This design comes from an exercise in tuning for small area and a short achievable clock period on the open sky130 flow, not from production work.
The RTL was checked by simulation tests, not by an equivalence proof against the original design.
No activity file was given, so power comes from the tool's default toggle rates.

run 1:
==> flow/design.v (excerpt) <==
module framer_o(
    input mclk,  
    input wclk,
    input [23:0] chan1,
    input [23:0] chan2,
    input [23:0] chan3,
    input [23:0] chan4,
    input [23:0] chan5,
    input [23:0] chan6,
    input [23:0] chan7,
    input [23:0] chan8,
    input [3:0] user,
    output reg adat
);
Settings: LEC_CHECK=0, CAP_MARGIN=20, CORE_MARGIN=2, CORE_UTILIZATION=40, PLACE_DENSITY=0.6, SETUP_SLACK_MARGIN=4.1, SLEW_MARGIN=20, SYNTH_HIERARCHICAL=1; clock period 6.0 ns.
standard.sh (not shown) runs the stock make flow with config.mk's settings and CLKGATE_MAP_FILE= SYNTH_SCRIPT=/design/flow/synth_recipe.tcl, a recipe that flattens the netlist after the stock synthesis.
==> flow/flow/run.sh <==
#!/bin/bash
# The standard layout, with plain buf_1 cells as the port buffers, each
# group of 12 channel input pins kept together (flow/io.tcl) and no dummy
# loads in the clock tree
set -euo pipefail
bash standard.sh "BUFFER_PORTS_ARGS=-buffer_cell sky130_fd_sc_hd__buf_1" \
  "IO_CONSTRAINTS=$PWD/flow/io.tcl" \
  "CTS_ARGS=-sink_clustering_enable -repair_clock_nets -dont_use_dummy_load" \
  finish > standard_flow.log 2>&1
==> flow/flow/io.tcl <==
# Keep each group of 12 input pins that one NAND4 of the selection logic
# collects together, in bit order.
for {set c 1} {$c <= 8} {incr c} {
  for {set g 0} {$g < 2} {incr g} {
    set names {}
    for {set i [expr {12 * $g}]} {$i < [expr {12 * $g + 12}]} {incr i} {
      lappend names "chan${c}\[$i\]"
    }
    set_io_pin_constraint -group -order -pin_names $names
  }
}
Run 1 reached the end of the flow, and the finished layout is clean on the timing, DRC and antenna checks.
The inputs of run 2 differ from those of run 1 as listed below.
==> flow/flow/run.sh <==
#!/bin/bash
# The standard layout, with plain buf_1 cells as the port buffers and
# each channel's input pins kept together (flow/io.tcl)
set -euo pipefail
bash standard.sh "BUFFER_PORTS_ARGS=-buffer_cell sky130_fd_sc_hd__buf_1" \
  "IO_CONSTRAINTS=$PWD/flow/io.tcl" \
  finish > standard_flow.log 2>&1
==> flow/flow/io.tcl <==
# Keep each channel's input pins together, in bit order, so that each
# channel's selection logic can sit next to its pins.
for {set c 1} {$c <= 8} {incr c} {
  set names {}
  for {set i 0} {$i < 24} {incr i} {
    lappend names "chan${c}\[$i\]"
  }
  set_io_pin_constraint -group -order -pin_names $names
}
==> summary.txt <==
Delta (run 2 minus run 1): highest ir drop seen on vdd climbed about 2.4%, number of setup buffers added after CTS climbed 1. Run 2 vs run 1, wire length per cell went up by about 22%. Re fraction of power consumed by the clock network: run 2 and run 1 aren't equal, and the lower value belongs to run 1. Relative to run 1, the wire length of run 2 is higher by 1.9 mm. Count of fill cells added during filler insertion of run 2 falls short of that of run 1 by a few percent. Flip-flop and latch share of the layout cell area is higher on run 1. Measured against each other, run 2 and run 1 differ in critical path depth, the lower figure coming from run 2.
### run 2 -> run 3
==> flow/flow/run.sh <==
#!/bin/bash
# The standard layout, with plain buf_1 cells as the port buffers
set -euo pipefail
bash standard.sh "BUFFER_PORTS_ARGS=-buffer_cell sky130_fd_sc_hd__buf_1" finish > standard_flow.log 2>&1
--- a/flow/config.mk
+++ b/flow/config.mk
@@ -10,3 +10,3 @@
 export CORE_UTILIZATION = 40
-export PLACE_DENSITY = 0.6
+export PLACE_DENSITY = 0.75
 export SETUP_SLACK_MARGIN = 4.1
removed: flow/flow/io.tcl
### Flow results
Sequential share of layout area: run 3 vs run 2 up 0.58 points
Status: clock skew after layout parity (run 3, run 2)
Run 3 vs. run 2: timing-limited maximum frequency now sits lower; routability-driven placement congestion ratio now larger.
In run 3, the global-route wire length before repair came out 1.4 mm below the value in run 2.
Run 3: number of vias in the routed layout lower than run 2
The post-layout minimum cycle time of run 3 exceeds that of run 2 by 0.060 ns.
Start-to-end type of the worst setup path: reg2out -> run 2, in2reg -> run 3
Comparing run 3 with run 2, the leakage component of the power came out essentially unchanged.
Changes in run 4 relative to run 3:
==> flow/flow/run.sh <==
#!/bin/bash
# The standard layout, with plain buf_1 cells as the port buffers and
# each channel's input pins kept together (flow/io.tcl)
set -euo pipefail
bash standard.sh "BUFFER_PORTS_ARGS=-buffer_cell sky130_fd_sc_hd__buf_1" \
  "IO_CONSTRAINTS=$PWD/flow/io.tcl" \
  finish > standard_flow.log 2>&1
==> flow/flow/io.tcl (new file) <==
# Keep each channel's input pins together, in bit order, so that each
# channel's selection logic can sit next to its pins.
for {set c 1} {$c <= 8} {incr c} {
  set names {}
  for {set i 0} {$i < 24} {incr i} {
    lappend names "chan${c}\[$i\]"
  }
  set_io_pin_constraint -group -order -pin_names $names
}
--- a/flow/config.mk
+++ b/flow/config.mk
@@ -10,4 +10,4 @@
 export CORE_UTILIZATION = 40
-export PLACE_DENSITY = 0.75
-export SETUP_SLACK_MARGIN = 4.1
+export PLACE_DENSITY = 0.6
+export SETUP_SLACK_MARGIN = 3.95
 export SLEW_MARGIN = 20
## What came out
When run 4 is measured against run 3, its final worst-path cycle share turns out 0.18 points higher.
Run 4 — maximum frequency about 0.55% lower, run 3 as reference
Run 4 gives less register-to-register slack than run 3 did.
Per the comparison of run 4 with run 3, combinational cell fraction of total power went down by 1.4 points; total power went down by 0.78%; total length of routed met2 wires went up by 9.7%; number of enable-type register cells in the synthesized netlist was more or less identical.
#### Input delta (run 5 over run 4)
==> flow/flow/run.sh <==
#!/bin/bash
# The standard layout, with plain buf_1 cells as the port buffers
set -euo pipefail
bash standard.sh "BUFFER_PORTS_ARGS=-buffer_cell sky130_fd_sc_hd__buf_1" finish > standard_flow.log 2>&1
--- a/flow/config.mk
+++ b/flow/config.mk
@@ -10,4 +10,4 @@
 export CORE_UTILIZATION = 40
-export PLACE_DENSITY = 0.6
-export SETUP_SLACK_MARGIN = 3.95
+export PLACE_DENSITY = 0.5
+export SETUP_SLACK_MARGIN = 4.1
 export SLEW_MARGIN = 20
removed: flow/flow/io.tcl
Run 5 vs. run 4: clock group share of total power decreased 1.2 points, transition time of the tightest slew-check pin fell by 0.19 ns, global-route wire length before repair lost about 3%, weighted congestion reported at the end of routability-driven placement lower, routed wire length on met3 dropped 380 microns. Taking run 4 as the reference point, the met2 demand-to-capacity share in global routing of run 5 falls by 3.2 points. Row post-detailed-route via-to-cell ratio: run 5 lower / run 4 higher. Diff run 5 and run 4: critical path depth lower in run 4. In run 5 relative to run 4, wire length the detailed router placed on met1 had gone up slightly.

static timing again, ports no longer ideal:
The results above use ideal ports. As a check the final layouts listed here were re-extracted and re-timed, cells and wires unchanged. Step 1 assumes that a clkbuf_16 drives the clock port and a buf_2 every other input. Step 2 adds t to the input delays and takes it off the output delays; t is the mean of the earliest and latest rising clock arrival at the registers after step 1. Input paths then give back, and output paths get back, about the clock's delay inside the block. a / b / c = ideal ports / drivers / drivers and shift; a / b = the first two.
| run | t (ns) | slack for setup (ns) | worst setup path after step 2 |
|---|---|---|---|
| run 1 | 0.279 | 4.104 / 4.081 / 3.831 | input to register |
| run 2 | 0.299 | 4.084 / 4.059 / 3.929 | input to register |
| run 3 | 0.293 | 4.024 / 4.031 / 3.738 | input to register |
| run 4 | 0.304 | 4.014 / 3.985 / 3.892 | input to register |
| run 5 | 0.287 | 4.067 / 4.062 / 3.786 | input to register |
After both steps every run listed still meets setup and hold. For run 3, which loses most, drivers alone change the setup slack by +0.007 ns; drivers and shift together by -0.286 ns.
